This is an optimization exercise on Yosys and OpenROAD, whose aim is small area, a short achievable clock period and few clock cycles, not a production implementation. No functional check of the RTL was part of this run.

===== flow/design.v =====
module LASER(
	CLK,
	RST,
	X,
	Y,
	C1X,
	C1Y,
	C2X,
	C2Y,
	DONE
);
input 		    CLK, RST;
input [3:0]         X, Y;
output reg	    DONE;
output reg [3:0]    C1X, C1Y, C2X, C2Y;
parameter    s_idle    = 'd0,
	     s_input   = 'd1,
	     s_circle1 = 'd2,
             s_circle2 = 'd3,
	     s_check   = 'd4,
	     s_output  = 'd5;
integer    i,j;
reg 	     map[0:15][0:15];
reg [2:0]    current_state, next_state;
reg [5:0]    cover_num1, best_num1, cover_num2, best_num2, previous_sum; 	
reg [6:0]    cnt, cnt1;
reg signed [4:0]    bias_x, bias_y;
reg signed [4:0]    cur_x, cur_y, cir1_x, cir1_y, cir2_x, cir2_y;
reg signed [4:0]    best_x1, best_y1, best_x2, best_y2;
reg signed [4:0]    last_x1, last_y1, last_x2, last_y2;
wire	convergence, search_finish, delay_flag;
wire    outside_x1, outside_y1, outside_x2, outside_y2;
wire signed[5:0]    dis1, dis2; 		
assign dis1 = (cur_x-cir1_x)*(cur_x-cir1_x) + (cur_y-cir1_y)*(cur_y-cir1_y);
assign dis2 = (cur_x-cir2_x)*(cur_x-cir2_x) + (cur_y-cir2_y)*(cur_y-cir2_y);
assign search_finish = (cnt == 'd63 && cnt1 == 'd80);
assign delay_flag = (cnt1 == 'd80);
assign convergence = (best_num1 + best_num2 <= previous_sum );
assign outside_x1 = (cir1_x + bias_x > 'd15 || cir1_x + bias_x < 0);
assign outside_y1 = (cir1_y + bias_y > 'd15 || cir1_y + bias_y < 0);
assign outside_x2 = (cir2_x + bias_x > 'd15 || cir2_x + bias_x < 0);
assign outside_y2 = (cir2_y + bias_y > 'd15 || cir2_y + bias_y < 0);
always@(posedge CLK) begin
        if(RST)	
            current_state <= s_idle;
        else	
	    current_state <= next_state;
end
always@(*) begin
        next_state = current_state;
        case(current_state)
            s_idle   : 			     next_state = s_input;
	    s_input  :  if(cnt == 'd39)	     next_state = s_circle1;
	    s_circle1:  if(search_finish)    next_state = s_circle2;
	    s_circle2:  if(search_finish)    next_state = s_check;
	    s_check  :  if(convergence)	     next_state = s_output;
	                else	             next_state = s_circle2;
	    s_output : 			     next_state = s_input;
        endcase
end
always@(posedge CLK) begin
        case(current_state)
            s_idle   :  if(RST)			       cnt <= 'd0;  
	    s_input  :  if(cnt == 'd39)		       cnt <= 'd0;
		        else 			       cnt <= cnt+1;
	    s_circle1:  if(next_state == s_circle2)    cnt <= 'd0;
		        else if(delay_flag)	       cnt <= cnt+1;
	    s_circle2:  if(next_state == s_check)      cnt <= 'd0;     
	                else if(delay_flag)	       cnt <= cnt+1;
	    s_output :				       cnt <= 'd0;					
        endcase
end
always@(posedge CLK) begin
        case(current_state)
            s_idle   :  if(RST)		  cnt1 <= 'd0;  
	    s_circle1:  if(delay_flag)    cnt1 <= 'd0;
	                else 		  cnt1 <= cnt1+1;
	    s_circle2:  if(delay_flag)	  cnt1 <= 'd0;
		        else 		  cnt1 <= cnt1+1;
	    s_output :			  cnt1 <= 'd0;
    endcase
end
always@(posedge CLK) begin
        case(current_state)
            s_idle   : if(RST)
		           for(i=0;i<16;i=i+1)
		               for(j=0;j<16;j=j+1)
		                   map[i][j] <= 'd0;
	    s_input  : map[X][Y] <= 'd1;
	    s_output : for(i=0;i<16;i=i+1)
		           for(j=0;j<16;j=j+1)
			       map[i][j] <= 'd0;		
        endcase
end
always@(posedge CLK) begin
	case(current_state)
		s_idle   : if(RST)    cur_x <= 0;
		s_circle1: 	      cur_x <= (outside_x1) ? 0 : cir1_x + bias_x;
		s_circle2:	      cur_x <= (outside_x2) ? 0 : cir2_x + bias_x;
		s_output : 	      cur_x <= 0;
	endcase
end
always@(posedge CLK) begin
	case(current_state)
		s_idle   : if(RST)    cur_y <= 0;
		s_circle1: 	      cur_y <= (outside_y1) ? 0 : cir1_y + bias_y;
		s_circle2:	      cur_y <= (outside_y2) ? 0 : cir2_y + bias_y;
		s_output : 	      cur_y <= 0;
	endcase
end
always@(posedge CLK) begin
	case(current_state)
	    s_idle   : 	if(RST)    
                            begin	
                                cir1_x <= 2; 			
                                cir1_y <= 0; 		 	
                            end
	    s_circle1:  if(delay_flag)			
			    begin	
			        if(cir1_x == 'd14)	
                                    begin	
                                        cir1_x <= 2; 			
                                        cir1_y <= cir1_y+2; 	
                                    end
			        else				
                                    begin	
                                        cir1_x <= cir1_x + 2;
				    end
			     end
			 else if(delay_flag)		
                             begin	
                                 cir1_x <= cir1_x + 2;
			     end 
	     s_check  :  if(!convergence)
		             begin   
                                 cir1_x <= best_x2;
		                 cir1_y <= best_y2;
		             end  
	     s_output :	 begin	
                             cir1_x <= 2; 			
                             cir1_y <= 0;
 			 end
	 endcase
end
always@(posedge CLK) begin
	case(current_state)
	    s_idle   : 	if(RST)					
                            begin
                                cir2_x <= 2; 			
                                cir2_y <= 0; 			
                            end
	    s_circle2:  if(delay_flag)
			    begin	
			        if(cir2_x == 'd14)	
                                    begin	
                                        cir2_x <= 2; 			
                                        cir2_y <= cir2_y+2;
                                    end
				else
				    begin
                                	cir2_x <= cir2_x + 2;
				    end
			     end
	    s_check  :  if(!convergence)
		            begin	
                                cir2_x <= 2; 			
                                cir2_y <= 0; 			
                            end
	    s_output :	
		        begin	
                            cir2_x <= 2; 			
                            cir2_y <= 0; 			
                        end
	endcase
end
always@(posedge CLK) begin
	case(current_state)
	    s_idle   :  if(RST)					
                            begin	
                                best_x1 <= 0; 
                                best_y1 <= 0; 												
                            end
	    s_circle1:  if(delay_flag)			
                            begin	
                                best_x1 <= (cover_num1 > best_num1) ? cir1_x : best_x1;
				best_y1 <= (cover_num1 > best_num1) ? cir1_y : best_y1;
                            end
	    s_check  :  if(!convergence)		
                            begin	
                                best_x1 <= best_x2;
			        best_y1 <= best_y2;										
                            end
	    s_output :							
                            begin	
                                best_x1 <= 0; 
				best_y1 <= 0; 												
                            end
	endcase
end
always@(posedge CLK) begin
	case(current_state)
            s_idle   : 	if(RST)					
                            begin
	                        best_x2 <= 0; 
				best_y2 <= 0;
 			    end
	    s_circle2:  if(delay_flag)			
                            begin
                         	best_x2 <= (cover_num2 > best_num2) ? cir2_x : best_x2;
				best_y2 <= (cover_num2 > best_num2) ? cir2_y : best_y2;
                            end 
	    s_output :	begin	
                            best_x2 <= 0; 
			    best_y2 <= 0; 	
                        end
	endcase
end
always@(posedge CLK) begin
	case(current_state)
	    s_idle   : if(RST) 					
                           bias_x <= -'d4;
	    s_circle1: if(bias_x == 'd4)
		           bias_x <= -'d4;
		       else
			   bias_x <= bias_x+1;
	    s_circle2: if(bias_x == 'd4)		
                           bias_x <= -'d4;
		       else	
			   bias_x <= bias_x+1;
	    s_output : bias_x <= -'d4;
	endcase
end
always@(posedge CLK) begin
	case(current_state)
	    s_idle   : if(RST) 					
                           bias_y <= -'d4;
	    s_circle1: if(delay_flag)			
                           bias_y <= -'d4;
		       else if(bias_x == 'd4)	
                           bias_y <= bias_y+1;	 			
	    s_circle2: if(delay_flag)			
                           bias_y <= -'d4;
		       else if(bias_x == 'd4)	
                           bias_y <= bias_y+1;	
	    s_output : bias_y <= -'d4;
	endcase
end
always@(posedge CLK) begin
	case(current_state)
	    s_idle   : if(RST) 												
                           cover_num1 <= 'd0;
	    s_circle1: if(delay_flag)										
                           cover_num1 <= 'd0;
		       else if(outside_x1 || outside_y1)					
                           cover_num1 <= cover_num1;
		       else if(dis1 <= 'sd16  && map[cur_x][cur_y] == 'd1)	
                           cover_num1 <= cover_num1+1;					 
	    s_output : 						 								
                       cover_num1 <= 'd0;
	endcase
end
always@(posedge CLK) begin
	case(current_state)
	    s_idle   : if(RST) 												
                           best_num1 <= 'd0;
	    s_circle1: if(delay_flag)										
                           best_num1 <= (cover_num1 > best_num1) ? cover_num1 : best_num1;					
	    s_check  : if(!convergence)										
                           best_num1 <= best_num2;		
	    s_output : 														
                           best_num1 <= 'd0;
	endcase
end
always@(posedge CLK) begin
	case(current_state)
	    s_idle   : if(RST) 												
                           cover_num2 <= 'd0;				
	    s_circle2: if(delay_flag)										
                           cover_num2 <= 'd0;
		       else if(outside_x2 || outside_y2)					
                           cover_num2 <= cover_num2;
		       else if(dis2 <= 'sd16  && map[cur_x][cur_y] == 'd1)	
                           cover_num2 <= (dis1 > 'sd16) ? cover_num2+1 : cover_num2;	
	    s_output : 														
                       cover_num2 <= 'd0;
	endcase
end
always@(posedge CLK) begin
	case(current_state)
	    s_idle   : if(RST) 												
                           best_num2 <= 'd0;				
	    s_circle2: if(delay_flag)										
                           best_num2 <= (cover_num2 > best_num2) ? cover_num2 : best_num2;
	    s_check	 : if(!convergence)										
                           best_num2 <= 'd0;
	    s_output : 														
                           best_num2 <= 'd0;
	endcase
end
always@(posedge CLK) begin
	case(current_state)
	    s_idle   : if(RST) 	           previous_sum <= 'd0;				
	    s_check  : if(!convergence)    previous_sum <= best_num1 + best_num2;	
	    s_output : 		           previous_sum <= 'd0;
	endcase
end
always@(posedge CLK) begin
	if(current_state == s_check && !convergence)
	begin
	    last_x1 <= best_x1;
	    last_y1 <= best_y1;
	    last_x2 <= best_x2;
	    last_y2 <= best_y2;
	end
	else if(current_state == s_output)
	begin
            last_x1 <= 'd0;
	    last_y1 <= 'd0;
	    last_x2 <= 'd0;
	    last_y2 <= 'd0;
	end
end
always@(posedge CLK) begin
	if(next_state == s_output)    DONE <= 'd1;
	else			      DONE <= 'd0;
end
always@(posedge CLK) begin
	if(next_state == s_output) 
	begin
	    C1X <= last_x1[3:0];
	    C1Y <= last_y1[3:0];
	    C2X <= last_x2[3:0];
	    C2Y <= last_y2[3:0];
	end
	else
	begin
	    C1X <= 'd0;
	    C1Y <= 'd0;
	    C2X <= 'd0;
	    C2Y <= 'd0;
	end
end
endmodule 

===== flow/run.sh =====
#!/bin/bash
# synth_recipe.tcl (not shown) runs the flow's synth.tcl, then flattens the netlist and writes it again
# the make line also repeats each setting of config.mk as NAME=value (left out here)
make -C /OpenROAD-flow-scripts/flow DESIGN_CONFIG=/design/flow/config.mk WORK_HOME=/design/flow/orfs CLKGATE_MAP_FILE= SYNTH_SCRIPT=/design/flow/synth_recipe.tcl finish

===== flow/config.mk =====
export PLATFORM = sky130hd
export DESIGN_NAME = LASER
export DESIGN_NICKNAME = LASER
export VERILOG_FILES = /design/flow/design.v
export SDC_FILE = /design/flow/constraint.sdc
export NUM_CORES = 4
export LEC_CHECK = 0
export CAP_MARGIN = 20
export CORE_MARGIN = 2
export CORE_UTILIZATION = 40
export SLEW_MARGIN = 20

===== flow/constraint.sdc =====
create_clock -name core_clock -period 6.0 [get_ports {CLK}]
set_input_delay 1.2000 -clock core_clock [delete_from_list [all_inputs] [get_ports {CLK}]]
set_output_delay 1.2000 -clock core_clock [all_outputs]
set_load 0.01 [all_outputs]

==> reports/results.env <==
OUTCOME='complete, no violations'
COUNT_OF_FILL_CELLS_ADDED_DURING_FILLER_INSERTION=4124
DRC_VIOLS=0
CTS_MADE_BUFFERS=42
GR-USAGE-MET3_PCT=3.22
MET2_USAGE_PCT=31.1
START_UTIL_PCT=40.3
CP.ARRIVAL_NS=5.99
MET1_USAGE_PCT=27.5
POST-PLACE-CELLS=2214
HOLD_CRITICAL_PATH_DEPTH=1
GRT_PASS1_WL_UM=72000
FINALHOLDVIOLCOUNT=0
DRT.ANTENNA.VIOLATING_NETS=0
HOLD_END='C1X[1]'
CTSLONGESTPATHBUFFERS=3
CLOCK_INSERTION_DELAY_WORST_SKEW_NS=0.58
GP_ROUTABILITY_CONGESTION=0.837
AREA_GROWTH_PCT=12.5
MAXSLEWVIOLCOUNT=0
CLK_TRANSITION_REPORTED_PATHS_NS=0.06
PLACEMENT.IO_BUFFERS=22
CHIPHEIGHT_UM=217
YOSYS_MOST_USED_DFF='sky130_fd_sc_hd__dfxtp_1'
GRT_ANTENNA_BEFORE_REPAIR=0
GRT_REMAINING_OVERFLOW=0
DRTPASS1ITERATIONS=5
CRIT_PATH_START_KIND='flop'
FINALWIRELENGTH_UM=45600
STD_CELL_ROWS=78
GRT_PASS1_VIAS=12492
FINALINSTANCEAREA_UM2=20500
POSTSYNTHREGISTERBITS=378
SLEW_HEADROOM_PCT=23.7
YOSYSUNIQUECELLTYPES=65
FINALSETUPTNS_NS=0
HP-CLASS='reg2reg'
MAXCAPVIOLATIONS=0
CORE_REGION_AREA_UM2=45200
SETUP.REG_TO_REG.WORST_SLACK_NS=0.30
FINISH.NET_COUNT=1788
SEQ_AREA_FRAC_SYNTH_PCT=47.4
TOTALPOWERFINAL_uW=6090
ANTENNA_CELLS_INSERTED=0
LAYOUT.CELLS.MOST_COMMON_LIST='sky130_fd_sc_hd__dfxtp_1 (272), sky130_fd_sc_hd__a22o_1 (189), sky130_fd_sc_hd__nand2_1 (141)'
WORST_SLEW_PIN_SLEW_NS=1.14
POWER_DENSITY_nW_PER_UM2=297
GRT.TOTAL_USAGE_PCT=19.4
SYNTH.YOSYS.WARNINGS=1
POST-ROUTE-PERIOD-UTIL_PCT=95.1
DIE_WIDTH_UM=217
LAYOUT_COMMONEST_CELL='sky130_fd_sc_hd__dfxtp_1'
LAYOUTNONFILLERINSTCOUNT=2297
ROUTE.DETAILED.WL_PER_INST_UM=19.8
CTS_TREE='yes'
WORST_R2R_ENDPOINT='cover_num2[3]'
CELL_AREA_AFTER_PLACEMENT_UM2=19000
SETUP-VIOLATIONS-FINAL=0
MAXIMUM_NUMBER_OF_PINS_ON_ONE_NET_BEFORE_GLOBAL_ROUTE_REPAIR=115
TIMING.FMAX_GHz=0.175
SETUP.WORST_PATH.START='cir1_x[1]'
NUM_VIAS=12886
HTREEDEPTH=2
FRACTION_OF_FINAL_LAYOUT_CELLS_SIZED_BEYOND_DRIVE_STRENGTH_1_PCT=12.8
REG2REG_DEPTH=25
CRITICAL_PATH.MAX_FANOUT=6
POST_SYNTH_INST_COUNT=1668
CRIT_TYPE='reg2reg'
DPL.HPWL_UM=30400
SYNTH-ASYNC-RESET-RATIO_PCT=0
CTS_HOLD_BUFFERS=0
P_LEAK_uW=0.00790
PEAK_SUPPLY_DROP_V=0.000200
PIN_COUNT=27
GRT-BUSIEST-LAYER='met2'
FIN_HOLD_WS_NS=0.438
CP-END-KIND='flop'
CLOCK_SINK_COUNT=378
TIMING.RR.START='cir1_x[1]'
WORST_CLOCK_SKEW_NS=0.0295
DETAIL_ROUTE.VIAS_PER_CELL=5.61
DIEAREA_UM2=47300
MIN_PERIOD_NS=5.70
POST_SYNTH_EDFFS=106
HOLD_PATH_STARTPOINT='last_x1[1]'
SYNTH_AREA_UM2=18200
REQUIRED_TIME_REPORTED_FOR_THE_CRITICAL_PATH_ENDPOINT_NS=6.28
SYNTH.AVG_CELL_AREA_UM2=10.9
DRT-INITIAL-DRC-COUNT=1002
ROOT_BUFFER_MASTER='sky130_fd_sc_hd__clkbuf_16'
[flip-flops by register name, summed over array words and instances, names as in the netlist, 4 cells and up]
name and cells:
best_num1 6, cover_num1 6, map 256, bias_x 5, cnt1 7, bias_y 5
cur_y 5, best_x2 4, cir1_y 4, cur_x 5, best_num2 6, cover_num2 6
best_y2 4, previous_sum 6, cir2_y 4, cnt 7, cir1_x 4, cir2_x 4
[metal layers]
| layer | share of wire [%] | up-vias |
|---|---|---|
| met5 | 0 | - |
| met4 | 1.9 | 0 |
| met3 | 5.9 | 64 |
| met2 | 47 | 358 |
| met1 | 45 | 6395 |
| li1 | - | 6069 |
[Yosys cell counts (8+ instances only)]
library cell / n / share of area [%]
sky130_fd_sc_hd__a21o_1: 11 / 0.45
sky130_fd_sc_hd__a21oi_1: 30 / 0.82
sky130_fd_sc_hd__a22o_1: 189 / 9.1
sky130_fd_sc_hd__and2_1: 40 / 1.4
sky130_fd_sc_hd__and3_1: 25 / 0.86
sky130_fd_sc_hd__buf_2: 13 / 0.36
sky130_fd_sc_hd__buf_4: 8 / 0.33
sky130_fd_sc_hd__clkbuf_1: 84 / 1.7
sky130_fd_sc_hd__dfxtp_1: 272 / 30
sky130_fd_sc_hd__edfxtp_1: 106 / 17
sky130_fd_sc_hd__fa_1: 20 / 2.2
sky130_fd_sc_hd__ha_1: 94 / 6.5
sky130_fd_sc_hd__inv_1: 77 / 1.6
sky130_fd_sc_hd__mux2_2: 24 / 1.5
sky130_fd_sc_hd__mux2i_1: 14 / 0.77
sky130_fd_sc_hd__mux4_2: 54 / 6.7
sky130_fd_sc_hd__nand2_1: 141 / 2.9
sky130_fd_sc_hd__nand2b_1: 20 / 0.69
sky130_fd_sc_hd__nand3_1: 25 / 0.69
sky130_fd_sc_hd__nor2_1: 83 / 1.7
sky130_fd_sc_hd__nor2b_1: 11 / 0.38
sky130_fd_sc_hd__nor3_1: 37 / 1.0
sky130_fd_sc_hd__o21a_1: 12 / 0.49
sky130_fd_sc_hd__o21ai_0: 102 / 2.8
sky130_fd_sc_hd__o22ai_1: 13 / 0.45
sky130_fd_sc_hd__or2_2: 15 / 0.52
sky130_fd_sc_hd__xnor2_1: 50 / 2.4
sky130_fd_sc_hd__xor2_1: 21 / 1.0
[report_power, final]
part | switching [uW] | internal (uW)
logic | 416 | 296
registers | 37.4 | 2670
clock network | 1090 | 1590
[worst max-delay path, cell delays in order (launching register included)]
cell	delay (ns)
sky130_fd_sc_hd__edfxtp_1	0.42
sky130_fd_sc_hd__inv_1	0.12
sky130_fd_sc_hd__fa_1	0.43
sky130_fd_sc_hd__a21o_1	0.17
sky130_fd_sc_hd__a21oi_1	0.17
sky130_fd_sc_hd__xnor2_1	0.13
sky130_fd_sc_hd__and2_1	0.18
sky130_fd_sc_hd__fa_1	0.42
sky130_fd_sc_hd__ha_1	0.29
sky130_fd_sc_hd__inv_1	0.05
sky130_fd_sc_hd__fa_1	0.50
sky130_fd_sc_hd__inv_1	0.04
sky130_fd_sc_hd__ha_1	0.26
sky130_fd_sc_hd__inv_1	0.05
sky130_fd_sc_hd__fa_1	0.54
sky130_fd_sc_hd__inv_1	0.05
sky130_fd_sc_hd__ha_1	0.22
sky130_fd_sc_hd__xnor2_2	0.15
sky130_fd_sc_hd__xnor2_2	0.14
sky130_fd_sc_hd__xnor2_1	0.18
sky130_fd_sc_hd__xnor2_1	0.11
sky130_fd_sc_hd__a311oi_1	0.23
sky130_fd_sc_hd__buf_4	0.18
sky130_fd_sc_hd__nand3_1	0.07
sky130_fd_sc_hd__o21ai_1	0.14
sky130_fd_sc_hd__buf_4	0.17
[worst max-delay path by stage]
stage / cells after the start / endpoint / slack, ns
final: 25 / cover_num2[3] / 0.30
after detailed placement: 25 / cover_num2[3] / 0.24
after CTS: 25 / cover_num2[2] / 0.20
after global placement: 24 / cover_num2[4] / 0.30
after global routing: 25 / cover_num2[5] / -0.05
after floorplan: 24 / cover_num2[0] / 0.57
[cell families after synthesis]
kind of cell | count (synthesis) | synth area share [%]
AOI/OAI and AO/OA | 395 | 15.9
xor gates and xnor gates | 71 | 3.41
adders and majority gates | 114 | 8.65
buffers and inverters | 189 | 4.36
DFF | 378 | 47.4
muxes | 92 | 8.93
other | 2 | 0.0412
and+or+nand+nor | 427 | 11.4
[stage by stage]
stage / setup WS (ns) / utilization (%)
final: 0.295 / 45.4
after global routing: -0.0536 / 45.4
after CTS: 0.196 / 45.2
after detailed placement: 0.237 / 42.0
after global placement: 0.296 / 42.0
after floorplan: 0.566 / -
[final cells by class]
cell class / count / area, um^2 / share of cell area [%]
multi-input combinational: 1106 / 8870 / 43.3
sequential: 378 / 8630 / 42.1
clock buffer: 61 / 1290 / 6.28
tap: 600 / 751 / 3.66
timing repair buffer: 58 / 503 / 2.45
inverter: 78 / 293 / 1.43
clock inverter: 16 / 165 / 0.806
[timing repair]
| item | CTS | global route |
|---|---|---|
| setup endpoints to repair | 0 | 6 |
| setup buffers | 0 | 4 |
| resized for setup | 0 | 2 |

afterwards: timing with drivers on the ports:
No port has a modelled driver above. Below, the same layout with a new extraction and two added sets of constraints.
Step 1 assumes that a clkbuf_16 drives the clock port and a buf_2 every other input.
Step 2 times the ports against the registers' clock, not the clock port: input delays grow and output delays shrink by t, the midpoint of the rising clock arrivals with the driver on.
a / b / c = ideal / step 1 / step 2; a / b = the first two.
t, ns: 0.615
setup slack, ns: 0.295 / 0.295 / 0.295
slew at the worst register clock pin (ns): 0.06 / 0.06
After both steps setup and hold are still met in this run. The setup slack of this run moves by 0.000 ns with the drivers and by 0.000 ns with both steps.
